This design comes from an exercise in tuning for small area and a short achievable clock period on the open sky130 flow, not from production work.
No functional check of the RTL was part of any run shown here.
Power is estimated from default activity; no workload was simulated.

## standard.sh

```bash
#!/bin/bash
# synth_recipe.tcl (not shown) runs the flow's synth.tcl, then flattens the netlist and writes it again
# the make line also repeats each setting of config.mk as NAME=value (left out here)
make -C /OpenROAD-flow-scripts/flow DESIGN_CONFIG=/design/flow/config.mk WORK_HOME=/design/flow/orfs CLKGATE_MAP_FILE= SYNTH_SCRIPT=/design/flow/synth_recipe.tcl "${@:-finish}"
```

## flow/run.sh

```bash
#!/bin/bash
# The standard layout (standard.sh), with plain buf_1 cells as the port buffers and a
# small clock tree. The make output goes to standard.log; each ORFS step logs to orfs/logs/.
set -euo pipefail
export BUFFER_PORTS_ARGS="-buffer_cell sky130_fd_sc_hd__buf_1"
export CTS_ARGS="-sink_clustering_enable -repair_clock_nets -dont_use_dummy_load -buf_list sky130_fd_sc_hd__clkbuf_8"
bash standard.sh > standard.log 2>&1
```

## design.v

```verilog
module pc_fa (
  input  logic a,
  input  logic b,
  input  logic ci,
  output logic s,
  output logic co
);
  assign s  = a ^ b ^ ci;
  assign co = ( a & b ) | ( a & ci ) | ( b & ci );
endmodule
module pc_ha (
  input  logic a,
  input  logic b,
  output logic s,
  output logic co
);
  assign s  = a ^ b;
  assign co = a & b;
endmodule
module bit_population_counter #(
  parameter WIDTH                 = 256
) (
  input  logic                    clk_i,
  input  logic                    srst_i,
  input  logic [WIDTH-1:0]        data_i,
  input  logic                    data_val_i,
  output logic [$clog2(WIDTH):0]  data_o,
  output logic                    data_val_o
);
logic [23:0] cs_d, cs_q;
logic s1, c2, s3, c4, s5, c6, s7, c8, s9, c10, s11, c12, s13, c14, s15, c16;
logic s17, c18, s19, c20, s21, c22, s23, c24, s25, c26, s27, c28, s29, c30, s31, c32;
logic s33, c34, s35, c36, s37, c38, s39, c40, s41, c42, s43, c44, s45, c46, s47, c48;
logic s49, c50, s51, c52, s53, c54, s55, c56, s57, c58, s59, c60, s61, c62, s63, c64;
logic s65, c66, s67, c68, s69, c70, s71, c72, s73, c74, s75, c76, s77, c78, s79, c80;
logic s81, c82, s83, c84, s85, c86, s87, c88, s89, c90, s91, c92, s93, c94, s95, c96;
logic s97, c98, s99, c100, s101, c102, s103, c104, s105, c106, s107, c108, s109, c110, s111, c112;
logic s113, c114, s115, c116, s117, c118, s119, c120, s121, c122, s123, c124, s125, c126, s127, c128;
logic s129, c130, s131, c132, s133, c134, s135, c136, s137, c138, s139, c140, s141, c142, s143, c144;
logic s145, c146, s147, c148, s149, c150, s151, c152, s153, c154, s155, c156, s157, c158, s159, c160;
logic s161, c162, s163, c164, s165, c166, s167, c168, s169, c170, s171, c172, s173, c174, s175, c176;
logic s177, c178, s179, c180, s181, c182, s183, c184, s185, c186, s187, c188, s189, c190, s191, c192;
logic s193, c194, s195, c196, s197, c198, s199, c200, s201, c202, s203, c204, s205, c206, s207, c208;
logic s209, c210, s211, c212, s213, c214, s215, c216, s217, c218, s219, c220, s221, c222, s223, c224;
logic s225, c226, s227, c228, s229, c230, s231, c232, s233, c234, s235, c236, s237, c238, s239, c240;
logic s241, c242, s243, c244, s245, c246, s247, c248, s249, c250, s251, c252, s253, c254, s255, c256;
logic s257, c258, s259, c260, s261, c262, s263, c264, s265, c266, s267, c268, s269, c270, s271, c272;
logic s273, c274, s275, c276, s277, c278, s279, c280, s281, c282, s283, c284, s285, c286, s287, c288;
logic s289, c290, s291, c292, s293, c294, s295, c296, s297, c298, s299, c300, s301, c302, s303, c304;
logic s305, c306, s307, c308, s309, c310, s311, c312, s313, c314, s315, c316, s317, c318, s319, c320;
logic s321, c322, s323, c324, s325, c326, s327, c328, s329, c330, s331, c332, s333, c334, s335, c336;
logic s337, c338, s339, c340, s341, c342, s343, c344, s345, c346, s347, c348, s349, c350, s351, c352;
logic s353, c354, s355, c356, s357, c358, s359, c360, s361, c362, s363, c364, s365, c366, s367, c368;
logic s369, c370, s371, c372, s373, c374, s375, c376, s377, c378, s379, c380, s381, c382, s383, c384;
logic s385, c386, s387, c388, s389, c390, s391, c392, s393, c394, s395, c396, s397, c398, s399, c400;
logic s401, c402, s403, c404, s405, c406, s407, c408, s409, c410, s411, c412, s413, c414, s415, c416;
logic s417, c418, s419, c420, s421, c422, s423, c424, s425, c426, s427, c428, s429, c430, s431, c432;
logic s433, c434, s435, c436, s437, c438, s439, c440, s441, c442, s443, c444, s445, c446, s447, c448;
logic s449, c450, s451, c452, s453, c454, s455, c456, s457, c458, s459, c460, s461, c462, s463, c464;
logic s465, c466, s467, c468, s469, c470, s471, c472, s473, c474, s475, c476, s477, c478, s479, c480;
logic s481, c482, s483, c484, s485, c486, s487, c488, s489, c490, s491, c492, s493, c494;
  pc_fa u_s1 (.a(data_i[0]), .b(data_i[1]), .ci(data_i[2]), .s(s1), .co(c2));
  pc_fa u_s3 (.a(data_i[3]), .b(data_i[4]), .ci(data_i[5]), .s(s3), .co(c4));
  pc_fa u_s5 (.a(data_i[6]), .b(data_i[7]), .ci(data_i[8]), .s(s5), .co(c6));
  pc_fa u_s7 (.a(data_i[9]), .b(data_i[10]), .ci(data_i[11]), .s(s7), .co(c8));
  pc_fa u_s9 (.a(data_i[12]), .b(data_i[13]), .ci(data_i[14]), .s(s9), .co(c10));
  pc_fa u_s11 (.a(data_i[15]), .b(data_i[16]), .ci(data_i[17]), .s(s11), .co(c12));
  pc_fa u_s13 (.a(data_i[18]), .b(data_i[19]), .ci(data_i[20]), .s(s13), .co(c14));
  pc_fa u_s15 (.a(data_i[21]), .b(data_i[22]), .ci(data_i[23]), .s(s15), .co(c16));
  pc_fa u_s17 (.a(data_i[24]), .b(data_i[25]), .ci(data_i[26]), .s(s17), .co(c18));
  pc_fa u_s19 (.a(data_i[27]), .b(data_i[28]), .ci(data_i[29]), .s(s19), .co(c20));
  pc_fa u_s21 (.a(data_i[30]), .b(data_i[31]), .ci(data_i[32]), .s(s21), .co(c22));
  pc_fa u_s23 (.a(data_i[33]), .b(data_i[34]), .ci(data_i[35]), .s(s23), .co(c24));
  pc_fa u_s25 (.a(data_i[36]), .b(data_i[37]), .ci(data_i[38]), .s(s25), .co(c26));
  pc_fa u_s27 (.a(data_i[39]), .b(data_i[40]), .ci(data_i[41]), .s(s27), .co(c28));
  pc_fa u_s29 (.a(data_i[42]), .b(data_i[43]), .ci(data_i[44]), .s(s29), .co(c30));
  pc_fa u_s31 (.a(data_i[45]), .b(data_i[46]), .ci(data_i[47]), .s(s31), .co(c32));
  pc_fa u_s33 (.a(data_i[48]), .b(data_i[49]), .ci(data_i[50]), .s(s33), .co(c34));
  pc_fa u_s35 (.a(data_i[51]), .b(data_i[52]), .ci(data_i[53]), .s(s35), .co(c36));
  pc_fa u_s37 (.a(data_i[54]), .b(data_i[55]), .ci(data_i[56]), .s(s37), .co(c38));
  pc_fa u_s39 (.a(data_i[57]), .b(data_i[58]), .ci(data_i[59]), .s(s39), .co(c40));
  pc_fa u_s41 (.a(data_i[60]), .b(data_i[61]), .ci(data_i[62]), .s(s41), .co(c42));
  pc_fa u_s43 (.a(data_i[63]), .b(data_i[64]), .ci(data_i[65]), .s(s43), .co(c44));
  pc_fa u_s45 (.a(data_i[66]), .b(data_i[67]), .ci(data_i[68]), .s(s45), .co(c46));
  pc_fa u_s47 (.a(data_i[69]), .b(data_i[70]), .ci(data_i[71]), .s(s47), .co(c48));
  pc_fa u_s49 (.a(data_i[72]), .b(data_i[73]), .ci(data_i[74]), .s(s49), .co(c50));
  pc_fa u_s51 (.a(data_i[75]), .b(data_i[76]), .ci(data_i[77]), .s(s51), .co(c52));
  pc_fa u_s53 (.a(data_i[78]), .b(data_i[79]), .ci(data_i[80]), .s(s53), .co(c54));
  pc_fa u_s55 (.a(data_i[81]), .b(data_i[82]), .ci(data_i[83]), .s(s55), .co(c56));
  pc_fa u_s57 (.a(data_i[84]), .b(data_i[85]), .ci(data_i[86]), .s(s57), .co(c58));
  pc_fa u_s59 (.a(data_i[87]), .b(data_i[88]), .ci(data_i[89]), .s(s59), .co(c60));
  pc_fa u_s61 (.a(data_i[90]), .b(data_i[91]), .ci(data_i[92]), .s(s61), .co(c62));
  pc_fa u_s63 (.a(data_i[93]), .b(data_i[94]), .ci(data_i[95]), .s(s63), .co(c64));
  pc_fa u_s65 (.a(data_i[96]), .b(data_i[97]), .ci(data_i[98]), .s(s65), .co(c66));
  pc_fa u_s67 (.a(data_i[99]), .b(data_i[100]), .ci(data_i[101]), .s(s67), .co(c68));
  pc_fa u_s69 (.a(data_i[102]), .b(data_i[103]), .ci(data_i[104]), .s(s69), .co(c70));
  pc_fa u_s71 (.a(data_i[105]), .b(data_i[106]), .ci(data_i[107]), .s(s71), .co(c72));
  pc_fa u_s73 (.a(data_i[108]), .b(data_i[109]), .ci(data_i[110]), .s(s73), .co(c74));
  pc_fa u_s75 (.a(data_i[111]), .b(data_i[112]), .ci(data_i[113]), .s(s75), .co(c76));
  pc_fa u_s77 (.a(data_i[114]), .b(data_i[115]), .ci(data_i[116]), .s(s77), .co(c78));
  pc_fa u_s79 (.a(data_i[117]), .b(data_i[118]), .ci(data_i[119]), .s(s79), .co(c80));
  pc_fa u_s81 (.a(data_i[120]), .b(data_i[121]), .ci(data_i[122]), .s(s81), .co(c82));
  pc_fa u_s83 (.a(data_i[123]), .b(data_i[124]), .ci(data_i[125]), .s(s83), .co(c84));
  pc_fa u_s85 (.a(data_i[126]), .b(data_i[127]), .ci(data_i[128]), .s(s85), .co(c86));
  pc_fa u_s87 (.a(data_i[129]), .b(data_i[130]), .ci(data_i[131]), .s(s87), .co(c88));
  pc_fa u_s89 (.a(data_i[132]), .b(data_i[133]), .ci(data_i[134]), .s(s89), .co(c90));
  pc_fa u_s91 (.a(data_i[135]), .b(data_i[136]), .ci(data_i[137]), .s(s91), .co(c92));
  pc_fa u_s93 (.a(data_i[138]), .b(data_i[139]), .ci(data_i[140]), .s(s93), .co(c94));
  pc_fa u_s95 (.a(data_i[141]), .b(data_i[142]), .ci(data_i[143]), .s(s95), .co(c96));
  pc_fa u_s97 (.a(data_i[144]), .b(data_i[145]), .ci(data_i[146]), .s(s97), .co(c98));
  pc_fa u_s99 (.a(data_i[147]), .b(data_i[148]), .ci(data_i[149]), .s(s99), .co(c100));
  pc_fa u_s101 (.a(data_i[150]), .b(data_i[151]), .ci(data_i[152]), .s(s101), .co(c102));
  pc_fa u_s103 (.a(data_i[153]), .b(data_i[154]), .ci(data_i[155]), .s(s103), .co(c104));
  pc_fa u_s105 (.a(data_i[156]), .b(data_i[157]), .ci(data_i[158]), .s(s105), .co(c106));
  pc_fa u_s107 (.a(data_i[159]), .b(data_i[160]), .ci(data_i[161]), .s(s107), .co(c108));
  pc_fa u_s109 (.a(data_i[162]), .b(data_i[163]), .ci(data_i[164]), .s(s109), .co(c110));
  pc_fa u_s111 (.a(data_i[165]), .b(data_i[166]), .ci(data_i[167]), .s(s111), .co(c112));
  pc_fa u_s113 (.a(data_i[168]), .b(data_i[169]), .ci(data_i[170]), .s(s113), .co(c114));
  pc_fa u_s115 (.a(data_i[171]), .b(data_i[172]), .ci(data_i[173]), .s(s115), .co(c116));
  pc_fa u_s117 (.a(data_i[174]), .b(data_i[175]), .ci(data_i[176]), .s(s117), .co(c118));
  pc_fa u_s119 (.a(data_i[177]), .b(data_i[178]), .ci(data_i[179]), .s(s119), .co(c120));
  pc_fa u_s121 (.a(data_i[180]), .b(data_i[181]), .ci(data_i[182]), .s(s121), .co(c122));
  pc_fa u_s123 (.a(data_i[183]), .b(data_i[184]), .ci(data_i[185]), .s(s123), .co(c124));
  pc_fa u_s125 (.a(data_i[186]), .b(data_i[187]), .ci(data_i[188]), .s(s125), .co(c126));
  pc_fa u_s127 (.a(data_i[189]), .b(data_i[190]), .ci(data_i[191]), .s(s127), .co(c128));
  pc_fa u_s129 (.a(data_i[192]), .b(data_i[193]), .ci(data_i[194]), .s(s129), .co(c130));
  pc_fa u_s131 (.a(data_i[195]), .b(data_i[196]), .ci(data_i[197]), .s(s131), .co(c132));
  pc_fa u_s133 (.a(data_i[198]), .b(data_i[199]), .ci(data_i[200]), .s(s133), .co(c134));
  pc_fa u_s135 (.a(data_i[201]), .b(data_i[202]), .ci(data_i[203]), .s(s135), .co(c136));
  pc_fa u_s137 (.a(data_i[204]), .b(data_i[205]), .ci(data_i[206]), .s(s137), .co(c138));
  pc_fa u_s139 (.a(data_i[207]), .b(data_i[208]), .ci(data_i[209]), .s(s139), .co(c140));
  pc_fa u_s141 (.a(data_i[210]), .b(data_i[211]), .ci(data_i[212]), .s(s141), .co(c142));
  pc_fa u_s143 (.a(data_i[213]), .b(data_i[214]), .ci(data_i[215]), .s(s143), .co(c144));
  pc_fa u_s145 (.a(data_i[216]), .b(data_i[217]), .ci(data_i[218]), .s(s145), .co(c146));
  pc_fa u_s147 (.a(data_i[219]), .b(data_i[220]), .ci(data_i[221]), .s(s147), .co(c148));
  pc_fa u_s149 (.a(data_i[222]), .b(data_i[223]), .ci(data_i[224]), .s(s149), .co(c150));
  pc_fa u_s151 (.a(data_i[225]), .b(data_i[226]), .ci(data_i[227]), .s(s151), .co(c152));
  pc_fa u_s153 (.a(data_i[228]), .b(data_i[229]), .ci(data_i[230]), .s(s153), .co(c154));
  pc_fa u_s155 (.a(data_i[231]), .b(data_i[232]), .ci(data_i[233]), .s(s155), .co(c156));
  pc_fa u_s157 (.a(data_i[234]), .b(data_i[235]), .ci(data_i[236]), .s(s157), .co(c158));
  pc_fa u_s159 (.a(data_i[237]), .b(data_i[238]), .ci(data_i[239]), .s(s159), .co(c160));
  pc_fa u_s161 (.a(data_i[240]), .b(data_i[241]), .ci(data_i[242]), .s(s161), .co(c162));
  pc_fa u_s163 (.a(data_i[243]), .b(data_i[244]), .ci(data_i[245]), .s(s163), .co(c164));
  pc_fa u_s165 (.a(data_i[246]), .b(data_i[247]), .ci(data_i[248]), .s(s165), .co(c166));
  pc_fa u_s167 (.a(data_i[249]), .b(data_i[250]), .ci(data_i[251]), .s(s167), .co(c168));
  pc_fa u_s169 (.a(data_i[252]), .b(data_i[253]), .ci(data_i[254]), .s(s169), .co(c170));
  pc_fa u_s171 (.a(data_i[255]), .b(s1), .ci(s3), .s(s171), .co(c172));
  pc_fa u_s173 (.a(s5), .b(s7), .ci(s9), .s(s173), .co(c174));
  pc_fa u_s175 (.a(s11), .b(s13), .ci(s15), .s(s175), .co(c176));
  pc_fa u_s177 (.a(s17), .b(s19), .ci(s21), .s(s177), .co(c178));
  pc_fa u_s179 (.a(s23), .b(s25), .ci(s27), .s(s179), .co(c180));
  pc_fa u_s181 (.a(s29), .b(s31), .ci(s33), .s(s181), .co(c182));
  pc_fa u_s183 (.a(s35), .b(s37), .ci(s39), .s(s183), .co(c184));
  pc_fa u_s185 (.a(s41), .b(s43), .ci(s45), .s(s185), .co(c186));
  pc_fa u_s187 (.a(s47), .b(s49), .ci(s51), .s(s187), .co(c188));
  pc_fa u_s189 (.a(s53), .b(s55), .ci(s57), .s(s189), .co(c190));
  pc_fa u_s191 (.a(s59), .b(s61), .ci(s63), .s(s191), .co(c192));
  pc_fa u_s193 (.a(s65), .b(s67), .ci(s69), .s(s193), .co(c194));
  pc_fa u_s195 (.a(s71), .b(s73), .ci(s75), .s(s195), .co(c196));
  pc_fa u_s197 (.a(s77), .b(s79), .ci(s81), .s(s197), .co(c198));
  pc_fa u_s199 (.a(s83), .b(s85), .ci(s87), .s(s199), .co(c200));
  pc_fa u_s201 (.a(s89), .b(s91), .ci(s93), .s(s201), .co(c202));
  pc_fa u_s203 (.a(s95), .b(s97), .ci(s99), .s(s203), .co(c204));
  pc_fa u_s205 (.a(s101), .b(s103), .ci(s105), .s(s205), .co(c206));
  pc_fa u_s207 (.a(s107), .b(s109), .ci(s111), .s(s207), .co(c208));
  pc_fa u_s209 (.a(s113), .b(s115), .ci(s117), .s(s209), .co(c210));
  pc_fa u_s211 (.a(s119), .b(s121), .ci(s123), .s(s211), .co(c212));
  pc_fa u_s213 (.a(s125), .b(s127), .ci(s129), .s(s213), .co(c214));
  pc_fa u_s215 (.a(s131), .b(s133), .ci(s135), .s(s215), .co(c216));
  pc_fa u_s217 (.a(s137), .b(s139), .ci(s141), .s(s217), .co(c218));
  pc_fa u_s219 (.a(s143), .b(s145), .ci(s147), .s(s219), .co(c220));
  pc_fa u_s221 (.a(s149), .b(s151), .ci(s153), .s(s221), .co(c222));
  pc_fa u_s223 (.a(s155), .b(s157), .ci(s159), .s(s223), .co(c224));
  pc_fa u_s225 (.a(s161), .b(s163), .ci(s165), .s(s225), .co(c226));
  pc_fa u_s227 (.a(s167), .b(s169), .ci(s171), .s(s227), .co(c228));
  pc_fa u_s229 (.a(s173), .b(s175), .ci(s177), .s(s229), .co(c230));
  pc_fa u_s231 (.a(s179), .b(s181), .ci(s183), .s(s231), .co(c232));
  pc_fa u_s233 (.a(s185), .b(s187), .ci(s189), .s(s233), .co(c234));
  pc_fa u_s235 (.a(s191), .b(s193), .ci(s195), .s(s235), .co(c236));
  pc_fa u_s237 (.a(s197), .b(s199), .ci(s201), .s(s237), .co(c238));
  pc_fa u_s239 (.a(s203), .b(s205), .ci(s207), .s(s239), .co(c240));
  pc_fa u_s241 (.a(s209), .b(s211), .ci(s213), .s(s241), .co(c242));
  pc_fa u_s243 (.a(s215), .b(s217), .ci(s219), .s(s243), .co(c244));
  pc_fa u_s245 (.a(s221), .b(s223), .ci(s225), .s(s245), .co(c246));
  pc_fa u_s247 (.a(s227), .b(s229), .ci(s231), .s(s247), .co(c248));
  pc_fa u_s249 (.a(s233), .b(s235), .ci(s237), .s(s249), .co(c250));
  pc_fa u_s251 (.a(s239), .b(s241), .ci(s243), .s(s251), .co(c252));
  pc_fa u_s253 (.a(s245), .b(s247), .ci(s249), .s(s253), .co(c254));
  pc_fa u_s255 (.a(c2), .b(c4), .ci(c6), .s(s255), .co(c256));
  pc_fa u_s257 (.a(c8), .b(c10), .ci(c12), .s(s257), .co(c258));
  pc_fa u_s259 (.a(c14), .b(c16), .ci(c18), .s(s259), .co(c260));
  pc_fa u_s261 (.a(c20), .b(c22), .ci(c24), .s(s261), .co(c262));
  pc_fa u_s263 (.a(c26), .b(c28), .ci(c30), .s(s263), .co(c264));
  pc_fa u_s265 (.a(c32), .b(c34), .ci(c36), .s(s265), .co(c266));
  pc_fa u_s267 (.a(c38), .b(c40), .ci(c42), .s(s267), .co(c268));
  pc_fa u_s269 (.a(c44), .b(c46), .ci(c48), .s(s269), .co(c270));
  pc_fa u_s271 (.a(c50), .b(c52), .ci(c54), .s(s271), .co(c272));
  pc_fa u_s273 (.a(c56), .b(c58), .ci(c60), .s(s273), .co(c274));
  pc_fa u_s275 (.a(c62), .b(c64), .ci(c66), .s(s275), .co(c276));
  pc_fa u_s277 (.a(c68), .b(c70), .ci(c72), .s(s277), .co(c278));
  pc_fa u_s279 (.a(c74), .b(c76), .ci(c78), .s(s279), .co(c280));
  pc_fa u_s281 (.a(c80), .b(c82), .ci(c84), .s(s281), .co(c282));
  pc_fa u_s283 (.a(c86), .b(c88), .ci(c90), .s(s283), .co(c284));
  pc_fa u_s285 (.a(c92), .b(c94), .ci(c96), .s(s285), .co(c286));
  pc_fa u_s287 (.a(c98), .b(c100), .ci(c102), .s(s287), .co(c288));
  pc_fa u_s289 (.a(c104), .b(c106), .ci(c108), .s(s289), .co(c290));
  pc_fa u_s291 (.a(c110), .b(c112), .ci(c114), .s(s291), .co(c292));
  pc_fa u_s293 (.a(c116), .b(c118), .ci(c120), .s(s293), .co(c294));
  pc_fa u_s295 (.a(c122), .b(c124), .ci(c126), .s(s295), .co(c296));
  pc_fa u_s297 (.a(c128), .b(c130), .ci(c132), .s(s297), .co(c298));
  pc_fa u_s299 (.a(c134), .b(c136), .ci(c138), .s(s299), .co(c300));
  pc_fa u_s301 (.a(c140), .b(c142), .ci(c144), .s(s301), .co(c302));
  pc_fa u_s303 (.a(c146), .b(c148), .ci(c150), .s(s303), .co(c304));
  pc_fa u_s305 (.a(c152), .b(c154), .ci(c156), .s(s305), .co(c306));
  pc_fa u_s307 (.a(c158), .b(c160), .ci(c162), .s(s307), .co(c308));
  pc_fa u_s309 (.a(c164), .b(c166), .ci(c168), .s(s309), .co(c310));
  pc_fa u_s311 (.a(c170), .b(c172), .ci(c174), .s(s311), .co(c312));
  pc_fa u_s313 (.a(c176), .b(c178), .ci(c180), .s(s313), .co(c314));
  pc_fa u_s315 (.a(c182), .b(c184), .ci(c186), .s(s315), .co(c316));
  pc_fa u_s317 (.a(c188), .b(c190), .ci(c192), .s(s317), .co(c318));
  pc_fa u_s319 (.a(c194), .b(c196), .ci(c198), .s(s319), .co(c320));
  pc_fa u_s321 (.a(c200), .b(c202), .ci(c204), .s(s321), .co(c322));
  pc_fa u_s323 (.a(c206), .b(c208), .ci(c210), .s(s323), .co(c324));
  pc_fa u_s325 (.a(c212), .b(c214), .ci(c216), .s(s325), .co(c326));
  pc_fa u_s327 (.a(c218), .b(c220), .ci(c222), .s(s327), .co(c328));
  pc_fa u_s329 (.a(c224), .b(c226), .ci(s255), .s(s329), .co(c330));
  pc_fa u_s331 (.a(s257), .b(s259), .ci(s261), .s(s331), .co(c332));
  pc_fa u_s333 (.a(s263), .b(s265), .ci(s267), .s(s333), .co(c334));
  pc_fa u_s335 (.a(s269), .b(s271), .ci(s273), .s(s335), .co(c336));
  pc_fa u_s337 (.a(s275), .b(s277), .ci(s279), .s(s337), .co(c338));
  pc_fa u_s339 (.a(s281), .b(s283), .ci(s285), .s(s339), .co(c340));
  pc_fa u_s341 (.a(s287), .b(s289), .ci(s291), .s(s341), .co(c342));
  pc_fa u_s343 (.a(s293), .b(s295), .ci(s297), .s(s343), .co(c344));
  pc_fa u_s345 (.a(s299), .b(s301), .ci(s303), .s(s345), .co(c346));
  pc_fa u_s347 (.a(s305), .b(s307), .ci(s309), .s(s347), .co(c348));
  pc_fa u_s349 (.a(c228), .b(s311), .ci(c230), .s(s349), .co(c350));
  pc_fa u_s351 (.a(c232), .b(c234), .ci(c236), .s(s351), .co(c352));
  pc_fa u_s353 (.a(c238), .b(c240), .ci(c242), .s(s353), .co(c354));
  pc_fa u_s355 (.a(c244), .b(c246), .ci(s313), .s(s355), .co(c356));
  pc_fa u_s357 (.a(s315), .b(s317), .ci(s319), .s(s357), .co(c358));
  pc_fa u_s359 (.a(s321), .b(s323), .ci(s325), .s(s359), .co(c360));
  pc_fa u_s361 (.a(s327), .b(s329), .ci(s331), .s(s361), .co(c362));
  pc_fa u_s363 (.a(s333), .b(s335), .ci(s337), .s(s363), .co(c364));
  pc_fa u_s365 (.a(s339), .b(s341), .ci(s343), .s(s365), .co(c366));
  pc_fa u_s367 (.a(s345), .b(s347), .ci(s349), .s(s367), .co(c368));
  pc_fa u_s369 (.a(c248), .b(s351), .ci(s353), .s(s369), .co(c370));
  pc_fa u_s371 (.a(s355), .b(s357), .ci(s359), .s(s371), .co(c372));
  pc_fa u_s373 (.a(s361), .b(s363), .ci(s365), .s(s373), .co(c374));
  pc_fa u_s375 (.a(c250), .b(c252), .ci(s367), .s(s375), .co(c376));
  pc_fa u_s377 (.a(c254), .b(s369), .ci(s371), .s(s377), .co(c378));
  pc_fa u_s379 (.a(c256), .b(c258), .ci(c260), .s(s379), .co(c380));
  pc_fa u_s381 (.a(c262), .b(c264), .ci(c266), .s(s381), .co(c382));
  pc_fa u_s383 (.a(c268), .b(c270), .ci(c272), .s(s383), .co(c384));
  pc_fa u_s385 (.a(c274), .b(c276), .ci(c278), .s(s385), .co(c386));
  pc_fa u_s387 (.a(c280), .b(c282), .ci(c284), .s(s387), .co(c388));
  pc_fa u_s389 (.a(c286), .b(c288), .ci(c290), .s(s389), .co(c390));
  pc_fa u_s391 (.a(c292), .b(c294), .ci(c296), .s(s391), .co(c392));
  pc_fa u_s393 (.a(c298), .b(c300), .ci(c302), .s(s393), .co(c394));
  pc_fa u_s395 (.a(c304), .b(c306), .ci(c308), .s(s395), .co(c396));
  pc_fa u_s397 (.a(c310), .b(c312), .ci(c314), .s(s397), .co(c398));
  pc_fa u_s399 (.a(c316), .b(c318), .ci(c320), .s(s399), .co(c400));
  pc_fa u_s401 (.a(c322), .b(c324), .ci(c326), .s(s401), .co(c402));
  pc_fa u_s403 (.a(c328), .b(c330), .ci(c332), .s(s403), .co(c404));
  pc_fa u_s405 (.a(c334), .b(c336), .ci(c338), .s(s405), .co(c406));
  pc_fa u_s407 (.a(c340), .b(c342), .ci(c344), .s(s407), .co(c408));
  pc_fa u_s409 (.a(c346), .b(c348), .ci(s379), .s(s409), .co(c410));
  pc_fa u_s411 (.a(s381), .b(s383), .ci(s385), .s(s411), .co(c412));
  pc_fa u_s413 (.a(s387), .b(s389), .ci(s391), .s(s413), .co(c414));
  pc_fa u_s415 (.a(s393), .b(s395), .ci(c350), .s(s415), .co(c416));
  pc_fa u_s417 (.a(s397), .b(c352), .ci(c354), .s(s417), .co(c418));
  pc_fa u_s419 (.a(c356), .b(c358), .ci(c360), .s(s419), .co(c420));
  pc_fa u_s421 (.a(c362), .b(c364), .ci(c366), .s(s421), .co(c422));
  pc_fa u_s423 (.a(s399), .b(s401), .ci(s403), .s(s423), .co(c424));
  pc_fa u_s425 (.a(s405), .b(s407), .ci(s409), .s(s425), .co(c426));
  pc_fa u_s427 (.a(s411), .b(s413), .ci(c368), .s(s427), .co(c428));
  pc_fa u_s429 (.a(s415), .b(c370), .ci(s417), .s(s429), .co(c430));
  pc_fa u_s431 (.a(c372), .b(c374), .ci(s419), .s(s431), .co(c432));
  pc_fa u_s433 (.a(s421), .b(s423), .ci(s425), .s(s433), .co(c434));
  pc_fa u_s435 (.a(c380), .b(c382), .ci(c384), .s(s435), .co(c436));
  pc_fa u_s437 (.a(c386), .b(c388), .ci(c390), .s(s437), .co(c438));
  pc_fa u_s439 (.a(c392), .b(c394), .ci(c396), .s(s439), .co(c440));
  pc_fa u_s441 (.a(c398), .b(c400), .ci(c402), .s(s441), .co(c442));
  pc_fa u_s443 (.a(c404), .b(c406), .ci(c408), .s(s443), .co(c444));
  pc_fa u_s445 (.a(c410), .b(c412), .ci(c414), .s(s445), .co(c446));
  pc_fa u_s447 (.a(s435), .b(s437), .ci(s439), .s(s447), .co(c448));
  pc_fa u_s449 (.a(c416), .b(c418), .ci(s441), .s(s449), .co(c450));
  pc_fa u_s451 (.a(s443), .b(s445), .ci(s447), .s(s451), .co(c452));
  pc_fa u_s453 (.a(c420), .b(c422), .ci(c424), .s(s453), .co(c454));
  pc_fa u_s455 (.a(c426), .b(c428), .ci(c430), .s(s455), .co(c456));
  pc_fa u_s457 (.a(c436), .b(c438), .ci(c440), .s(s457), .co(c458));
  pc_fa u_s459 (.a(c442), .b(c444), .ci(c446), .s(s459), .co(c460));
  pc_fa u_s461 (.a(c448), .b(s457), .ci(c450), .s(s461), .co(c462));
  pc_fa u_s463 (.a(s459), .b(c452), .ci(c454), .s(s463), .co(c464));
assign cs_d[0] = s251;  
assign cs_d[1] = s253;  
assign cs_d[2] = s373;  
assign cs_d[3] = s375;  
assign cs_d[4] = s377;  
assign cs_d[5] = c376;  
assign cs_d[6] = s427;  
assign cs_d[7] = s429;  
assign cs_d[8] = c378;  
assign cs_d[9] = s431;  
assign cs_d[10] = s433;  
assign cs_d[11] = s449;  
assign cs_d[12] = s451;  
assign cs_d[13] = c432;  
assign cs_d[14] = c434;  
assign cs_d[15] = s453;  
assign cs_d[16] = s455;  
assign cs_d[17] = c456;  
assign cs_d[18] = s461;  
assign cs_d[19] = s463;  
assign cs_d[20] = c458;  
assign cs_d[21] = c460;  
assign cs_d[22] = c462;  
assign cs_d[23] = c464;  
always_ff @( posedge clk_i )
  cs_q <= cs_d;
always_ff @( posedge clk_i )
  begin
    if( srst_i )
      data_val_o <= 1'b0;
    else
      data_val_o <= data_val_i;
  end
  pc_fa u_s465 (.a(cs_q[5]), .b(cs_q[6]), .ci(cs_q[7]), .s(s465), .co(c466));
  pc_fa u_s467 (.a(cs_q[11]), .b(cs_q[12]), .ci(cs_q[13]), .s(s467), .co(c468));
  pc_ha u_s469 (.a(cs_q[14]), .b(cs_q[15]), .s(s469), .co(c470));
  pc_ha u_s471 (.a(cs_q[17]), .b(cs_q[18]), .s(s471), .co(c472));
  pc_ha u_s473 (.a(cs_q[20]), .b(cs_q[21]), .s(s473), .co(c474));
  pc_ha u_s475 (.a(cs_q[8]), .b(cs_q[9]), .s(s475), .co(c476));
  pc_fa u_s477 (.a(cs_q[16]), .b(s469), .ci(c466), .s(s477), .co(c478));
  pc_fa u_s479 (.a(cs_q[19]), .b(c470), .ci(s471), .s(s479), .co(c480));
  pc_fa u_s481 (.a(cs_q[22]), .b(cs_q[23]), .ci(c472), .s(s481), .co(c482));
  pc_ha u_s483 (.a(cs_q[2]), .b(cs_q[3]), .s(s483), .co(c484));
  pc_fa u_s485 (.a(cs_q[10]), .b(s475), .ci(s465), .s(s485), .co(c486));
  pc_fa u_s487 (.a(c476), .b(s467), .ci(s477), .s(s487), .co(c488));
  pc_fa u_s489 (.a(c468), .b(c478), .ci(s479), .s(s489), .co(c490));
  pc_fa u_s491 (.a(s473), .b(c480), .ci(s481), .s(s491), .co(c492));
  pc_ha u_s493 (.a(c474), .b(c482), .s(s493), .co(c494));
assign data_o = {1'b0, c494, c492, c490, c488, c486, c484, s483, cs_q[0]}
              + {1'b0, 1'b0, s493, s491, s489, s487, s485, cs_q[4], cs_q[1]};
endmodule
```

## constraint.sdc

```tcl
create_clock -name core_clock -period 11.0 [get_ports {clk_i}]
set_input_delay 2.2000 -clock core_clock [delete_from_list [all_inputs] [get_ports {clk_i}]]
set_output_delay 2.2000 -clock core_clock [all_outputs]
set_load 0.01 [all_outputs]
```

## config.mk

```make
export PLATFORM = sky130hd
export DESIGN_NAME = bit_population_counter
export DESIGN_NICKNAME = bit_population_counter
export VERILOG_FILES = /design/flow/design.v
export SDC_FILE = /design/flow/constraint.sdc
export NUM_CORES = 4
export LEC_CHECK = 0
export CAP_MARGIN = 20
export CORE_MARGIN = 2
export CORE_UTILIZATION = 40
export CTS_BUF_LIST = sky130_fd_sc_hd__clkbuf_8
export SLEW_MARGIN = 20
export SYNTH_HIERARCHICAL = 1
```

==> flow_metrics.env, run 1 <==
export IMPL_wl_per_cell_um=17.5
export IMPL_cts_made_buffers=3
export IMPL_final_common_cell="buf_1"
export IMPL_die_h_um=124
export IMPL_grt_busiest_layer="met2"
export IMPL_fillers=1233
export IMPL_gr_usage_met3_pct=1.47
export IMPL_relSlewSlack_pct=82.7
export IMPL_power_density_nw_per_um2=390
export IMPL_cts_resized=0
export IMPL_die_w_um=124
export IMPL_gr_usage_met1_pct=23.0
export IMPL_dp_hpwl_mm=13.6
export IMPL_tightestPinTransition_ns=0.257
export IMPL_grt_overflow_total=0
export IMPL_synth_nets=829
export IMPL_vias_per_cell=4.57
export IMPL_ys_flop_type="dfxtp_1"
export IMPL_clk_pin_slew_worst_paths_ns=0.08
export IMPL_tritoncts="built"
export IMPL_gp_congestion=0.875
export IMPL_outcome="finished clean"
export IMPL_synthCells=315
export IMPL_synth_edf_count=0
export IMPL_timing_fmax_mhz=180
export IMPL_crit_fanout=1
export IMPL_area_growth_pct=22.2
export IMPL_async_reset_ff_share_pct=0
export IMPL_whs_endpoint="data_val_o$_SDFF_PP0_"
export IMPL_ctsHtreeMaxLevel=1
export IMPL_synth_top_cell_area_share_pct=84.7
export IMPL_path_class="primary input to flip-flop"
export IMPL_hold_depth=2
export IMPL_fp_dieArea_um2=15300
export IMPL_ys_ff_latch=25
export IMPL_grt_max_degree=14
export IMPL_drive_gt1_share_pct=1.02
export IMPL_clock_root_buffer="clkbuf_8"
export IMPL_port_buffer_count=268
export IMPL_multi_input_area_um2=5200
export IMPL_cp_end_kind="flip-flop"
export IMPL_drc=0
export IMPL_ir_worst_vdd_uv=421
export IMPL_cts_buffer_depth=2
export IMPL_synth_top_cell_by_area="fa_1"
export IMPL_hold_viol_final=0
export IMPL_drt_wl_total_mm=13.4
export IMPL_hp_class="primary input to flip-flop"
export IMPL_yosys_cell_types_count=22
export IMPL_ioPinCount=269
export IMPL_cts_hold_buffers=0
export IMPL_grt_pass1_wl_mm=21.3
export IMPL_drtAntennaViolNets=0
export IMPL_critPathLaunch="data_i[195]"
export IMPL_first_pass_iters=4
export IMPL_yosys_warnings=7
export IMPL_cts_setup_buffers=0
export IMPL_syn_cell_area_um2=5720
export IMPL_final_cell_mix="buf_1, fa_1, dfxtp_1"
export IMPL_synth_seq_area_share_pct=8.75
export IMPL_initial_core_util_pct=41.0
export IMPL_row_count=43
export IMPL_maxCapViolCount=0
export IMPL_hold_path_startpoint="srst_i"
export IMPL_instances_no_fill=766
export IMPL_worst_ep_required_time_ns=11.15
export IMPL_setup_viol=0
export IMPL_start_kind="primary input"
export IMPL_vias=3500
export IMPL_drt_iter0_drc=77
export IMPL_place_inst=763
export IMPL_slew_viol_final=0
export IMPL_met2_usage_pct=37.7
export IMPL_cts_sinks=25
export IMPL_grt_pass1_vias=4515
export IMPL_period_share_pct=50.6
export IMPL_p_leak_nw=2.50
export IMPL_nets=1102
export IMPL_critical_path_arrival_ns=5.71
export IMPL_syn_area_per_cell_um2=18.2
export IMPL_seq_area_um2=500
export IMPL_finalSetupTns_ns=0
export IMPL_grt_usage_pct=19.0
export IMPL_period_needed_ns=5.57
export IMPL_antenna_found_initial=0
export IMPL_diodes=0
export IMPL_coreArea_um2=13900
export IMPL_ys_top_cells_by_area="fa_1, dfxtp_1, ha_1"
export IMPL_rsz0062_at_grt="false"
area by class of cell:
type / instances / area share [%]
multi-input cells: 285 / 74.4
repair buffers: 268 / 14.4
flip-flops and latches: 25 / 7.16
well taps: 180 / 3.22
clock buffers: 3 / 0.591
inverters: 5 / 0.268
per-module statistics from Yosys, one instance, submodules excluded:
module	flops+latches	cells inside	copies in the design
pc_ha	0	1	6
pc_fa	0	1	241
bit_population_counter	25	68	1
cells in the mapped netlist (2+ instances only):
master	number
o21ai_0	2
xnor2_1	2
nor2_1	2
nand3_1	3
fa_1	242
xor2_1	2
a21oi_1	5
inv_1	5
dfxtp_1	25
ha_1	13
nand2_1	2
nor2b_1	2
metal layers:
layer | share of wire (%) | up-vias | wire length (um)
met5 | 0 | - | 0
met4 | 0.79 | 0 | 106
li1 | - | 1522 | -
met3 | 4.1 | 9 | 546
met1 | 35 | 1856 | 4750
met2 | 60 | 113 | 8020
sequential cells by signal (all words and copies together) (netlist names):
| register | count |
|---|---|
| data_val_o | 1 |
| cs_q | 24 |
power breakdown:
group	leakage [nW]	internal [mW]	total (mW)	switching (mW)
Sequential	0.211	0.188	0.210	0.0215
Clock	0.0216	0.0245	0.0510	0.0266
Combinational	2.27	1.12	2.47	1.34
critical path, cell delays in order:
cell,delay (ns)
buf_1,0.10
fa_1,0.56
fa_1,0.53
fa_1,0.48
fa_1,0.48
fa_1,0.46
fa_1,0.45
fa_1,0.45
cells by family after synthesis:
kind of cell	after synthesis	synth area share [%]
DFF	25	8.75
buffers and inverters	5	0.328
adders and majority gates	255	87.6
AOI/OAI and AO/OA	13	1.55
xor gates and xnor gates	4	0.613
and+or+nand+nor	13	1.20
worst max-delay path by stage:
stage | cells past startpoint | end
after floorplan | 7 | cs_q[19]$_DFF_P_
after global placement | 8 | cs_q[19]$_DFF_P_
final | 8 | cs_q[19]$_DFF_P_
after global routing | 8 | cs_q[19]$_DFF_P_
after CTS | 8 | cs_q[19]$_DFF_P_
after detailed placement | 8 | cs_q[19]$_DFF_P_
stage by stage:
| step | area, um^2 | total power [mW] | hold WS (ns) | util, % | worst slack [ns] |
|---|---|---|---|---|---|
| 2_1_floorplan | 5720 | 1.91 | 2.27 | - | 5.42 |
| 3_3_place_gp | 6950 | 2.67 | 2.36 | 49.9 | 5.16 |
| 3_5_place_dp | 6950 | 2.72 | 2.36 | 49.9 | 5.10 |
| 4_1_cts | 6990 | 2.78 | 2.08 | 50.2 | 5.40 |
| 5_1_grt | 6990 | 3.10 | 2.10 | 50.2 | 5.33 |
| 6_report | 6990 | 2.73 | 2.08 | 50.2 | 5.43 |
==> run 2, diff against run 1 <==
--- a/design.v
+++ b/design.v
@@ -17,6 +17,13 @@
   assign s  = a ^ b;
   assign co = a & b;
 endmodule
+module pc_cpa (
+  input  logic [14:0] x,
+  output logic [8:0] s
+);
+  assign s = {1'b0, x[7], x[6], x[5], x[4], x[3], x[2], x[1], x[0]}
+           + {1'b0, 1'b0, x[14], x[13], x[12], x[11], x[10], x[9], x[8]};
+endmodule
 module bit_population_counter #(
   parameter WIDTH                 = 256
 ) (
@@ -339,6 +346,5 @@
   pc_fa u_s489 (.a(c468), .b(c478), .ci(s479), .s(s489), .co(c490));
   pc_fa u_s491 (.a(s473), .b(c480), .ci(s481), .s(s491), .co(c492));
   pc_ha u_s493 (.a(c474), .b(c482), .s(s493), .co(c494));
-assign data_o = {1'b0, c494, c492, c490, c488, c486, c484, s483, cs_q[0]}
-              + {1'b0, 1'b0, s493, s491, s489, s487, s485, cs_q[4], cs_q[1]};
+  pc_cpa u_cpa (.x({s493, s491, s489, s487, s485, cs_q[4], cs_q[1], c494, c492, c490, c488, c486, c484, s483, cs_q[0]}), .s(data_o));
 endmodule
==> flow_metrics.env, run 2 <==
export IMPL_outcome="finished clean"
export IMPL_cp_end_kind="flip-flop"
export IMPL_grt_overflow_total=0
export IMPL_timing_fmax_mhz=181
export IMPL_grt_max_degree=17
export IMPL_critical_path_arrival_ns=5.70
export IMPL_cp_top_family="adder cells"
export IMPL_synth_edf_count=0
export IMPL_yosys_warnings=7
export IMPL_relSlewSlack_pct=83.4
export IMPL_critPathLaunch="data_i[42]"
export IMPL_rsz0062_at_grt="false"
export IMPL_cts_made_buffers=3
export IMPL_ctsHtreeMaxLevel=1
export IMPL_clk_pin_slew_worst_paths_ns=0.10
export IMPL_period_share_pct=50.3
export IMPL_ys_top_cells_by_count="fa_1, dfxtp_1, ha_1"
export IMPL_fillers=1209
export IMPL_worst_ep_required_time_ns=11.16
export IMPL_cpMostUsedCell="fa_1"
export IMPL_total_power_mw=2.68
export IMPL_p_leak_nw=2.51
export IMPL_crit_path_cell_trace="buf_1 > fa_1 > fa_1 > fa_1 > fa_1 > fa_1 > fa_1 > fa_1"
export IMPL_regMostFlops="cs_q"
export IMPL_maxCapViolCount=0
export IMPL_hold_viol_final=0
export IMPL_period_needed_ns=5.54
export IMPL_slew_viol_final=0
export IMPL_vias=3527
export IMPL_path_depth=8
export IMPL_ioPinCount=269
export IMPL_fp_dieArea_um2=15300
export IMPL_largest_reg_flops=24
export IMPL_hp_class="primary input to flip-flop"
export IMPL_crit_buf_inv=1
export IMPL_diodes=0
export IMPL_synth_nets=829
export IMPL_wl_per_cell_um=17.8
export IMPL_cts_buffer_depth=2
export IMPL_synth_seq_area_share_pct=8.74
export IMPL_finalSetupTns_ns=0
export IMPL_nets=1102
export IMPL_drc=0
export IMPL_final_cell_mix="buf_1, fa_1, dfxtp_1"
export IMPL_first_pass_iters=4
export IMPL_crit_fanout=1
export IMPL_drt_wl_total_mm=13.6
export IMPL_syn_area_per_cell_um2=18.2
export IMPL_tightestPinTransition_ns=0.246
export IMPL_synth_top_cell_area_share_pct=84.6
export IMPL_synth_top_cell_by_area="fa_1"
export IMPL_top_regs="cs_q x24, data_val_o x1"
export IMPL_cts_setup_buffers=0
export IMPL_final_common_cell="buf_1"
export IMPL_cts_resized=0
export IMPL_ys_flop_type="dfxtp_1"
export IMPL_grt_pass1_vias=4458
export IMPL_die_w_um=124
export IMPL_port_buffer_count=268
export IMPL_dp_hpwl_mm=13.7
export IMPL_coreArea_um2=13900
export IMPL_max_stage_delay_ns=0.52
export IMPL_async_reset_ff_share_pct=0
export IMPL_yosysMostFrequentCell="fa_1"
export IMPL_drive_gt1_share_pct=1.19
export IMPL_tritoncts="built"
export IMPL_clock_root_buffer="clkbuf_8"
export IMPL_drt_iter0_drc=69
export IMPL_antenna_found_initial=0
export IMPL_path_class="primary input to flip-flop"
export IMPL_power_density_nw_per_um2=383
export IMPL_slowest_stage="fa_1"
export IMPL_vias_per_cell=4.60
export IMPL_row_count=43
export IMPL_gp_congestion=0.863
export IMPL_cts_hold_buffers=0
export IMPL_setup_viol=0
export IMPL_ir_worst_vdd_uv=284
export IMPL_area_growth_pct=22.2
export IMPL_initial_core_util_pct=41.1
export IMPL_cts_sinks=25
export IMPL_syn_cell_area_um2=5730
export IMPL_start_kind="primary input"
export IMPL_ys_top_cells_by_area="fa_1, dfxtp_1, ha_1"
export IMPL_ys_ff_latch=25
export IMPL_drtAntennaViolNets=0
export IMPL_synthCells=315
export IMPL_grt_pass1_wl_mm=21.3
export IMPL_die_h_um=124
export IMPL_grt_usage_pct=18.8
export IMPL_yosys_cell_types_count=23
export IMPL_endpoint="cs_q[19]$_DFF_P_"
## run 2: cell count changes in the layout (fill, tap and decap cells not counted)
cell / before / now
nor2b_1: 2 / 1
nor2b_4: 0 / 1
## run 2: power breakdown
part           switching, mW  internal (mW)  total [mW]
sequential            0.0229          0.188       0.211
combinational           1.31           1.11        2.42
clock                 0.0276         0.0245      0.0521
## run 2: metal layers
layer,global-route usage (%),wire length [um],vias to the layer above
met5,0,0,-
met4,2.70,133,0
met3,1.74,603,10
met2,37.1,8000,118
met1,22.7,4890,1875
li1,-,-,1524
## run 2: Yosys stat by module, one instance, submodules excluded
module	cell area, um^2	flip-flops and latches	cells inside	copies in the design
pc_cpa	313	0	42	1
pc_ha	12.5	0	1	6
bit_population_counter	514	25	26	1
pc_fa	20.0	0	1	241
## run 2: worst min-delay path by stage
stage / slack [ns] / startpoint / cells past startpoint / end
6_report: 2.16 / srst_i / 2 / data_val_o$_SDFF_PP0_
5_1_grt: 2.15 / srst_i / 2 / data_val_o$_SDFF_PP0_
4_1_cts: 2.15 / srst_i / 2 / data_val_o$_SDFF_PP0_
3_5_place_dp: 2.42 / data_val_i / 2 / data_val_o$_SDFF_PP0_
3_3_place_gp: 2.42 / data_val_i / 2 / data_val_o$_SDFF_PP0_
2_1_floorplan: 2.26 / srst_i / 1 / data_val_o$_SDFF_PP0_
## run 2: logic make-up (layout without fill, tap and decap cells)
| kind of cell | count (synthesis) | after routing | share of synthesized area (%) |
|---|---|---|---|
| AOI/OAI and AO/OA | 13 | 13 | 1.55 |
| xor gates and xnor gates | 4 | 4 | 0.612 |
| adders and majority gates | 255 | 255 | 87.4 |
| buffers and inverters | 5 | 276 | 0.328 |
| DFF | 25 | 25 | 8.74 |
| and+or+nand+nor | 13 | 13 | 1.33 |
## run 2: final cells by class
class | instances | area [um^2] | share of cell area, %
Clock buffer | 3 | 41.3 | 0.590
Inverter | 5 | 18.8 | 0.268
Multi-Input combinational cell | 285 | 5210 | 74.4
Sequential cell | 25 | 500 | 7.15
Tap cell | 180 | 225 | 3.22
Timing Repair Buffer | 268 | 1010 | 14.4
## run 2: metrics by stage
stage,hold slack [ns],instances,utilization (%),setup WS [ns],instance area (um^2)
5_1_grt,2.15,766,50.2,5.37,7000
2_1_floorplan,2.26,315,-,5.42,5730
4_1_cts,2.15,766,50.2,5.45,7000
3_5_place_dp,2.42,763,49.9,5.14,6960
3_3_place_gp,2.42,763,49.9,5.17,6960
6_report,2.16,766,50.2,5.46,7000
==> run 3, diff against run 2 <==
--- a/config.mk
+++ b/config.mk
@@ -7,7 +7,7 @@
 export LEC_CHECK = 0
 export CAP_MARGIN = 20
 export CORE_MARGIN = 2
-export CORE_UTILIZATION = 40
+export CORE_UTILIZATION = 65
 export CTS_BUF_LIST = sky130_fd_sc_hd__clkbuf_8
 export SLEW_MARGIN = 20
 export SYNTH_HIERARCHICAL = 1
==> flow_metrics.env, run 3 <==
export IMPL_setup_ws_ns=5.41
export IMPL_drt_wl_total_mm=13.1
export IMPL_async_reset_ff_share_pct=0
export IMPL_synth_nets=829
export IMPL_yosysMostFrequentCell="fa_1"
export IMPL_initial_core_util_pct=66.3
export IMPL_grt_overflow_total=0
export IMPL_period_share_pct=50.8
export IMPL_synth_edf_count=0
export IMPL_grt_pass1_vias=4737
export IMPL_cts_setup_buffers=0
export IMPL_comb_power_share_pct=90.5
export IMPL_cts_resized=0
export IMPL_coreArea_um2=8640
export IMPL_synth_top_cell_by_area="fa_1"
export IMPL_relSlewSlack_pct=82.7
export IMPL_final_hold_worst_slack_ns=2.14
export IMPL_place_area_um2=6870
export IMPL_rsz0062_at_grt="false"
export IMPL_synth_top_cell_area_share_pct=84.6
export IMPL_syn_area_per_cell_um2=18.2
export IMPL_internal_power_mw=1.35
export IMPL_area_growth_pct=20.6
export IMPL_largest_reg_flops=24
export IMPL_p_leak_nw=2.51
export IMPL_die_w_um=97.9
export IMPL_drive_gt1_share_pct=1.19
export IMPL_total_power_mw=2.76
export IMPL_finalSetupTns_ns=0
export IMPL_critical_path_arrival_ns=5.74
export IMPL_clockPowerShare_pct=1.9
export IMPL_regMostFlops="cs_q"
export IMPL_slew_viol_final=0
export IMPL_antenna_found_initial=0
export IMPL_cts_sinks=25
export IMPL_crit_fanout=1
export IMPL_cts_buffer_depth=2
export IMPL_period_needed_ns=5.59
export IMPL_syn_cell_area_um2=5730
export IMPL_yosys_cell_types_count=23
export IMPL_diodes=0
export IMPL_crit_path_cell_trace="buf_1 > fa_1 > fa_1 > fa_1 > fa_1 > fa_1 > fa_1 > fa_1"
export IMPL_switching_share_pct=51.0
export IMPL_cts_made_buffers=3
export IMPL_setup_viol=0
export IMPL_top_layer="met4"
export IMPL_tightestPinTransition_ns=0.258
export IMPL_ioPinCount=269
export IMPL_instances_no_fill=694
export IMPL_cp_end_kind="flip-flop"
export IMPL_row_count=34
export IMPL_pre_cts_ws_ns=5.08
export IMPL_timing_fmax_mhz=179
export IMPL_synthCells=315
export IMPL_final_area_um2=6910
export IMPL_drt_iter0_drc=106
export IMPL_yosys_warnings=7
export IMPL_fin_util_pct=80.0
export IMPL_ys_flop_type="dfxtp_1"
export IMPL_first_pass_iters=4
export IMPL_gp_congestion=0.879
export IMPL_nets=1102
export IMPL_dp_hpwl_mm=13.1
export IMPL_ir_worst_vdd_uv=356
export IMPL_grt_max_degree=14
export IMPL_ys_top_cells_by_area="fa_1, dfxtp_1, ha_1"
export IMPL_power_density_nw_per_um2=400
export IMPL_hp_class="primary input to flip-flop"
export IMPL_worst_ep_required_time_ns=11.15
export IMPL_hold_viol_final=0
export IMPL_ys_ff_latch=25
export IMPL_wl_met3_um=910
export IMPL_path_class="primary input to flip-flop"
export IMPL_grt_usage_pct=30.9
export IMPL_slowest_stage="fa_1"
export IMPL_wl_met1_mm=4.43
export IMPL_hold_depth=2
export IMPL_wl_per_cell_um=18.8
export IMPL_cts_hold_buffers=0
export IMPL_grt_pass1_wl_mm=22.3
export IMPL_drc=0
export IMPL_vias=3650
export IMPL_power_switching_mw=1.41
export IMPL_whs_endpoint="data_val_o$_SDFF_PP0_"
export IMPL_maxCapViolCount=0
export IMPL_die_h_um=97.9
export IMPL_final_cell_mix="buf_1, fa_1, dfxtp_1"
export IMPL_route_met2_wl_mm=7.48
export IMPL_max_stage_delay_ns=0.54
export IMPL_seqPwrFrac_pct=7.6
export IMPL_ys_top_cells_by_count="fa_1, dfxtp_1, ha_1"
export IMPL_clk_pin_slew_worst_paths_ns=0.08
export IMPL_cpMostUsedCell="fa_1"
export IMPL_synth_seq_area_share_pct=8.74
export IMPL_fp_dieArea_um2=9580
export IMPL_final_common_cell="buf_1"
export IMPL_clock_root_buffer="clkbuf_8"
export IMPL_tritoncts="built"
export IMPL_drtAntennaViolNets=0
export IMPL_outcome="finished clean"
export IMPL_vias_per_cell=5.26
export IMPL_place_inst=691
export IMPL_port_buffer_count=268
export IMPL_ctsHtreeMaxLevel=1
export IMPL_start_kind="primary input"
export IMPL_top_regs="cs_q x24, data_val_o x1"
export IMPL_hold_path_startpoint="srst_i"
## run 3: per-layer routing
layer	track usage [%]	vias up
li1	-	1523
met1	39.2	1905
met2	56.4	196
met3	5.08	26
met4	7.37	0
met5	0	-
## run 3: Yosys stat by module (local to each module, per instance)
module | cell area, um^2 | cells inside | copies in the design | flip-flops and latches
bit_population_counter | 514 | 26 | 1 | 25
pc_cpa | 313 | 42 | 1 | 0
pc_fa | 20.0 | 1 | 241 | 0
pc_ha | 12.5 | 1 | 6 | 0
## run 3: logic make-up after synthesis
kind of cell	after synthesis	share of synthesized area, %
XOR/XNOR	4	0.612
AND/OR/NAND/NOR	13	1.33
flip-flops	25	8.74
buffers and inverters	5	0.328
adder cells (fa/ha/maj)	255	87.4
AO/OA/AOI/OAI	13	1.55
## run 3: how the worst max path moves through the flow
stage	start	end	slack [ns]	cells after the start
after floorplan	data_i[204]	cs_q[19]$_DFF_P_	5.42	7
after global placement	data_i[204]	cs_q[19]$_DFF_P_	5.19	8
after detailed placement	data_i[204]	cs_q[19]$_DFF_P_	5.08	8
after CTS	data_i[204]	cs_q[19]$_DFF_P_	5.38	8
after global routing	data_i[204]	cs_q[19]$_DFF_P_	5.31	8
final	data_i[204]	cs_q[19]$_DFF_P_	5.41	8
## run 3: power groups by stage
stage               combinational, mW  sequential [mW]  clock, mW
floorplan                        1.70            0.207          0
global route                     2.80            0.215     0.0565
finish                           2.50            0.210     0.0522
CTS                              2.53            0.211     0.0539
detailed placement               2.52            0.213          0
global placement                 2.41            0.211          0
## run 3: critical path: cells and delay by family
kind	cells	cell delay, ns
adder cells (fa/ha/maj)	7	3.43
buffers and inverters	1	0.11
## run 3: area by class of cell
cell class / count / area (um^2)
Inverter: 5 / 18.8
Fill cell: 512 / 1730
Tap cell: 108 / 135
Clock buffer: 3 / 41.3
Sequential cell: 25 / 500
Multi-Input combinational cell: 285 / 5210
Timing Repair Buffer: 268 / 1010
==> run 4, diff against run 3 <==
==> flow/run.sh (replaced) <==
#!/bin/bash
# The standard layout (standard.sh), with plain buf_1 cells as the port buffers and a
# small clock tree. The make output goes to standard.log; each ORFS step logs to orfs/logs/.
set -euo pipefail
export BUFFER_PORTS_ARGS="-buffer_cell sky130_fd_sc_hd__buf_1"
export CTS_ARGS="-sink_clustering_enable -sink_clustering_size 50 -sink_clustering_max_diameter 400 -repair_clock_nets -dont_use_dummy_load -buf_list sky130_fd_sc_hd__clkbuf_8"
bash standard.sh > standard.log 2>&1
--- a/config.mk
+++ b/config.mk
@@ -7,7 +7,7 @@
 export LEC_CHECK = 0
 export CAP_MARGIN = 20
 export CORE_MARGIN = 2
-export CORE_UTILIZATION = 65
+export CORE_UTILIZATION = 40
 export CTS_BUF_LIST = sky130_fd_sc_hd__clkbuf_8
 export SLEW_MARGIN = 20
 export SYNTH_HIERARCHICAL = 1
==> flow_metrics.env, run 4 <==
export IMPL_outcome="finished clean"
export IMPL_drive_gt1_share_pct=1.19
export IMPL_synth_edf_count=0
export IMPL_first_pass_iters=4
export IMPL_ctsHtreeMaxLevel=1
export IMPL_async_reset_ff_share_pct=0
export IMPL_cts_buffer_depth=2
export IMPL_multi_input_area_um2=5210
export IMPL_timing_fmax_mhz=181
export IMPL_drt_iter0_drc=69
export IMPL_cts_resized=0
export IMPL_instances_no_fill=766
export IMPL_grt_usage_pct=18.8
export IMPL_total_power_mw=2.68
export IMPL_syn_cell_area_um2=5730
export IMPL_finalSetupTns_ns=0
export IMPL_diodes=0
export IMPL_port_buffer_count=268
export IMPL_largest_reg_flops=24
export IMPL_tightestPinTransition_ns=0.246
export IMPL_ys_top_cells_by_count="fa_1, dfxtp_1, ha_1"
export IMPL_yosys_warnings=7
export IMPL_yosysMostFrequentCell="fa_1"
export IMPL_cts_setup_buffers=0
export IMPL_period_share_pct=50.3
export IMPL_tritoncts="built"
export IMPL_seq_area_um2=500
export IMPL_cp_end_kind="flip-flop"
export IMPL_vias_per_cell=4.60
export IMPL_ys_flop_type="dfxtp_1"
export IMPL_synth_top_cell_area_share_pct=84.6
export IMPL_synth_top_cell_by_area="fa_1"
export IMPL_drt_wl_total_mm=13.6
export IMPL_maxCapViolCount=0
export IMPL_grt_pass1_vias=4458
export IMPL_hold_viol_final=0
export IMPL_regMostFlops="cs_q"
export IMPL_start_kind="primary input"
export IMPL_setup_viol=0
export IMPL_rsz0062_at_grt="false"
export IMPL_synthCells=315
export IMPL_syn_area_per_cell_um2=18.2
export IMPL_initial_core_util_pct=41.1
export IMPL_critical_path_arrival_ns=5.70
export IMPL_clock_root_buffer="clkbuf_8"
export IMPL_coreArea_um2=13900
export IMPL_place_inst=763
export IMPL_die_w_um=124
export IMPL_die_h_um=124
export IMPL_top_regs="cs_q x24, data_val_o x1"
export IMPL_drc=0
export IMPL_gp_congestion=0.863
export IMPL_hp_class="primary input to flip-flop"
export IMPL_row_count=43
export IMPL_area_growth_pct=22.2
export IMPL_relSlewSlack_pct=83.4
export IMPL_antenna_found_initial=0
export IMPL_period_needed_ns=5.54
export IMPL_cts_sinks=25
export IMPL_power_density_nw_per_um2=383
export IMPL_nets=1102
export IMPL_hold_depth=2
export IMPL_p_leak_nw=2.51
export IMPL_final_cell_mix="buf_1, fa_1, dfxtp_1"
export IMPL_grt_max_degree=17
export IMPL_synth_seq_area_share_pct=8.74
export IMPL_ys_ff_latch=25
export IMPL_final_common_cell="buf_1"
export IMPL_yosys_cell_types_count=23
export IMPL_cts_hold_buffers=0
export IMPL_grt_pass1_wl_mm=21.3
export IMPL_fillers=1209
export IMPL_dp_hpwl_mm=13.7
export IMPL_crit_fanout=1
export IMPL_drtAntennaViolNets=0
export IMPL_pre_cts_ws_ns=5.14
export IMPL_wl_per_cell_um=17.8
export IMPL_ys_top_cells_by_area="fa_1, dfxtp_1, ha_1"
export IMPL_fp_dieArea_um2=15300
export IMPL_grt_overflow_total=0
export IMPL_setup_ws_ns=5.46
export IMPL_path_class="primary input to flip-flop"
export IMPL_worst_ep_required_time_ns=11.16
export IMPL_ir_worst_vdd_uv=284
export IMPL_clk_pin_slew_worst_paths_ns=0.10
export IMPL_ioPinCount=269
export IMPL_vias=3527
export IMPL_synth_nets=829
export IMPL_cts_made_buffers=3
export IMPL_slew_viol_final=0
run 4: area by class of cell:
| type | count | share of cell area, % |
|---|---|---|
| Clock buffer | 3 | 0.590 |
| Inverter | 5 | 0.268 |
| Multi-Input combinational cell | 285 | 74.4 |
| Sequential cell | 25 | 7.15 |
| Tap cell | 180 | 3.22 |
| Timing Repair Buffer | 268 | 14.4 |
run 4: per-stage QoR:
stage	hold WS [ns]	instance area (um^2)	utilization [%]
finish	2.16	7000	50.2
global route	2.15	7000	50.2
CTS	2.15	7000	50.2
detailed placement	2.42	6960	49.9
global placement	2.42	6960	49.9
floorplan	2.26	5730	-
run 4: path summary, 6_finish.rpt:
path / startpoint / to / slack (ns)
hold / removal: srst_i / data_val_o$_SDFF_PP0_ / 2.16
setup / recovery: data_i[42] / cs_q[19]$_DFF_P_ / 5.46
run 4: logic make-up after synthesis:
kind of cell	share of synthesized area, %
fa+ha+maj	87.4
xor+xnor	0.612
compound gates	1.55
flops	8.74
buf+inv	0.328
simple gates	1.33
run 4: critical path: stages:
cell and delay (ns):
buf_1 0.11, fa_1 0.52, fa_1 0.47, fa_1 0.48, fa_1 0.47, fa_1 0.45
fa_1 0.52, fa_1 0.48
run 4: Yosys stat by module, one instance, submodules excluded:
module | area [um^2] | flops+latches | cells
bit_population_counter | 514 | 25 | 26
pc_fa | 20.0 | 0 | 1
pc_ha | 12.5 | 0 | 1
pc_cpa | 313 | 0 | 42
run 4: metal layers:
layer  track usage (%)  routed length [um]
met5                 0                   0
met4              2.70                 133
met2              37.1                8000
met1              22.7                4890
met3              1.74                 603
run 4: power breakdown:
part | internal (mW) | switching, mW
clock | 0.0245 | 0.0276
sequential | 0.188 | 0.0229
combinational | 1.11 | 1.31
total | 1.32 | 1.36
==> run 5, diff against run 4 <==
==> flow/run.sh (replaced) <==
#!/bin/bash
# The standard layout (standard.sh), with plain buf_1 cells as the port buffers and a
# small clock tree. The make output goes to standard.log; each ORFS step logs to orfs/logs/.
set -euo pipefail
export BUFFER_PORTS_ARGS="-buffer_cell sky130_fd_sc_hd__buf_1"
export CTS_ARGS="-sink_clustering_enable -sink_clustering_size 50 -sink_clustering_max_diameter 400 -repair_clock_nets -dont_use_dummy_load -buf_list sky130_fd_sc_hd__clkbuf_16 -root_buf sky130_fd_sc_hd__clkbuf_16"
bash standard.sh > standard.log 2>&1
==> flow_metrics.env, run 5 <==
export IMPL_clock_root_buffer="clkbuf_16"
export IMPL_ys_flop_type="dfxtp_1"
export IMPL_cts_setup_buffers=0
export IMPL_drtAntennaViolNets=0
export IMPL_total_power_mw=2.71
export IMPL_synth_nets=829
export IMPL_yosysMostFrequentCell="fa_1"
export IMPL_whs_endpoint="data_val_o$_SDFF_PP0_"
export IMPL_place_inst=763
export IMPL_coreArea_um2=13900
export IMPL_timing_fmax_mhz=180
export IMPL_die_w_um=124
export IMPL_max_stage_delay_ns=0.52
export IMPL_diodes=0
export IMPL_cts_buffer_depth=2
export IMPL_top_regs="cs_q x24, data_val_o x1"
export IMPL_cts_hold_buffers=0
export IMPL_drc=0
export IMPL_hold_depth=2
export IMPL_cts_sinks=25
export IMPL_final_common_cell="buf_1"
export IMPL_tritoncts="built"
export IMPL_synth_seq_area_share_pct=8.74
export IMPL_gp_congestion=0.863
export IMPL_instances_no_fill=766
export IMPL_drt_wl_total_mm=13.6
export IMPL_ys_ff_latch=25
export IMPL_final_area_um2=7030
export IMPL_nets=1102
export IMPL_final_cell_mix="buf_1, fa_1, dfxtp_1"
export IMPL_antenna_found_initial=0
export IMPL_p_leak_nw=2.52
export IMPL_grt_pass1_wl_mm=21.3
export IMPL_relSlewSlack_pct=83.4
export IMPL_outcome="finished clean"
export IMPL_row_count=43
export IMPL_dp_hpwl_mm=13.7
export IMPL_hp_class="primary input to flip-flop"
export IMPL_slew_viol_final=0
export IMPL_setup_viol=0
export IMPL_port_buffer_count=268
export IMPL_async_reset_ff_share_pct=0
export IMPL_rsz0062_at_grt="false"
export IMPL_hold_viol_final=0
export IMPL_period_share_pct=50.5
export IMPL_finalSetupTns_ns=0
export IMPL_cpMostUsedCell="fa_1"
export IMPL_setup_ws_ns=5.44
export IMPL_syn_cell_area_um2=5730
export IMPL_maxCapViolCount=0
export IMPL_ir_worst_vdd_uv=288
export IMPL_synth_top_cell_by_area="fa_1"
export IMPL_wl_per_cell_um=17.8
export IMPL_cts_made_buffers=3
export IMPL_drive_gt1_share_pct=1.19
export IMPL_vias=3516
export IMPL_initial_core_util_pct=41.1
export IMPL_synth_top_cell_area_share_pct=84.6
export IMPL_ctsHtreeMaxLevel=1
export IMPL_first_pass_iters=3
export IMPL_regMostFlops="cs_q"
export IMPL_clk_pin_slew_worst_paths_ns=0.07
export IMPL_ys_top_cells_by_count="fa_1, dfxtp_1, ha_1"
export IMPL_worst_ep_required_time_ns=11.14
export IMPL_fp_dieArea_um2=15300
export IMPL_grt_usage_pct=18.8
export IMPL_hold_path_startpoint="data_val_i"
export IMPL_largest_reg_flops=24
export IMPL_grt_pass1_vias=4459
export IMPL_grt_max_degree=17
export IMPL_synthCells=315
export IMPL_tightestPinTransition_ns=0.247
export IMPL_start_kind="primary input"
export IMPL_pre_cts_ws_ns=5.14
export IMPL_grt_overflow_total=0
export IMPL_critical_path_arrival_ns=5.70
export IMPL_synth_edf_count=0
export IMPL_fillers=1207
export IMPL_yosys_warnings=7
export IMPL_cts_resized=0
export IMPL_crit_path_cell_trace="buf_1 > fa_1 > fa_1 > fa_1 > fa_1 > fa_1 > fa_1 > fa_1"
export IMPL_place_area_um2=6960
export IMPL_area_growth_pct=22.8
export IMPL_syn_area_per_cell_um2=18.2
export IMPL_slowest_stage="fa_1"
export IMPL_drt_iter0_drc=74
export IMPL_vias_per_cell=4.59
export IMPL_ys_top_cells_by_area="fa_1, dfxtp_1, ha_1"
export IMPL_cp_end_kind="flip-flop"
export IMPL_yosys_cell_types_count=23
export IMPL_ioPinCount=269
export IMPL_path_class="primary input to flip-flop"
export IMPL_crit_fanout=1
export IMPL_die_h_um=124
export IMPL_period_needed_ns=5.56
export IMPL_power_density_nw_per_um2=385
## run 5: cell counts after synthesis
No cell type changed its count.
## run 5: area by class of cell
cell class              count  area [um^2]  share of cell area [%]
multi-input cells         285         5210                    74.0
clock buffers               3         75.1                    1.07
flip-flops and latches     25          500                    7.12
inverters                   5         18.8                   0.267
well taps                 180          225                    3.20
repair buffers            268         1010                    14.3
## run 5: per-layer routing
metal / track usage (%) / up-vias / wire length [um]
li1: - / 1524 / -
met1: 22.7 / 1866 / 4950
met2: 37.1 / 116 / 7990
met3: 1.74 / 10 / 571
met4: 2.70 / 0 / 136
met5: 0 / - / 0
## run 5: kinds of logic (layout without fill, tap and decap cells)
family          count (synthesis)  in the layout  share of synthesized area (%)
simple gates                   13             13                           1.33
xor+xnor                        4              4                          0.612
flops                          25             25                           8.74
buf+inv                         5            276                          0.328
fa+ha+maj                     255            255                           87.4
compound gates                 13             13                           1.55
## run 5: worst max path at each step
stage / slack, ns / from / cells past startpoint / endpoint
CTS: 5.42 / data_i[42] / 8 / cs_q[19]$_DFF_P_
detailed placement: 5.14 / data_i[42] / 8 / cs_q[19]$_DFF_P_
global route: 5.35 / data_i[204] / 8 / cs_q[19]$_DFF_P_
global placement: 5.17 / data_i[195] / 8 / cs_q[19]$_DFF_P_
floorplan: 5.42 / data_i[204] / 7 / cs_q[19]$_DFF_P_
finish: 5.44 / data_i[42] / 8 / cs_q[19]$_DFF_P_
## run 5: worst max-delay path: cells and delay by family
kind,cells,cell delay [ns]
adder cells (fa/ha/maj),7,3.39
buffers and inverters,1,0.11
## run 5: metrics by stage
step	hold slack [ns]	utilization, %
after detailed placement	2.42	49.9
after global routing	2.16	50.5
after CTS	2.16	50.5
after global placement	2.42	49.9
final	2.16	50.5
after floorplan	2.26	-
## run 5: per-module statistics from Yosys (local to each module, per instance)
module	flip-flops and latches	cells inside
bit_population_counter	25	26
pc_cpa	0	42
pc_fa	0	1
pc_ha	0	1
## run 5: power by group
group / total (mW) / internal (mW) / switching, mW / leakage [nW]
clock network: 0.0779 / 0.0481 / 0.0298 / 0.0370
registers: 0.211 / 0.188 / 0.0230 / 0.211
logic: 2.42 / 1.11 / 1.31 / 2.27
total: 2.71 / 1.34 / 1.37 / 2.52

separate check: timing with driven ports:
Ports are ideal in the flow. The routed layouts listed here were re-timed in OpenROAD. Step 1 sets driving cells, clkbuf_16 on the clock port and buf_2 on the other inputs (assumed; they add their load-dependent delay and slew). Step 2 times the ports against the registers' clock, not the clock port: input delays grow and output delays shrink by t, the midpoint of the rising clock arrivals with the driver on. Slacks: no drivers / after step 1 / after step 2; pairs: no drivers / after step 1.
run | t (ns) | setup WS [ns]
run 1 | 0.292 | 5.431 / 5.439 / 5.147
run 2 | 0.292 | 5.463 / 5.472 / 5.179
run 3 | 0.292 | 5.408 / 5.412 / 5.120
run 4 | 0.292 | 5.463 / 5.472 / 5.179
run 5 | 0.288 | 5.442 / 5.455 / 5.167
After both steps every run listed still meets setup and hold.
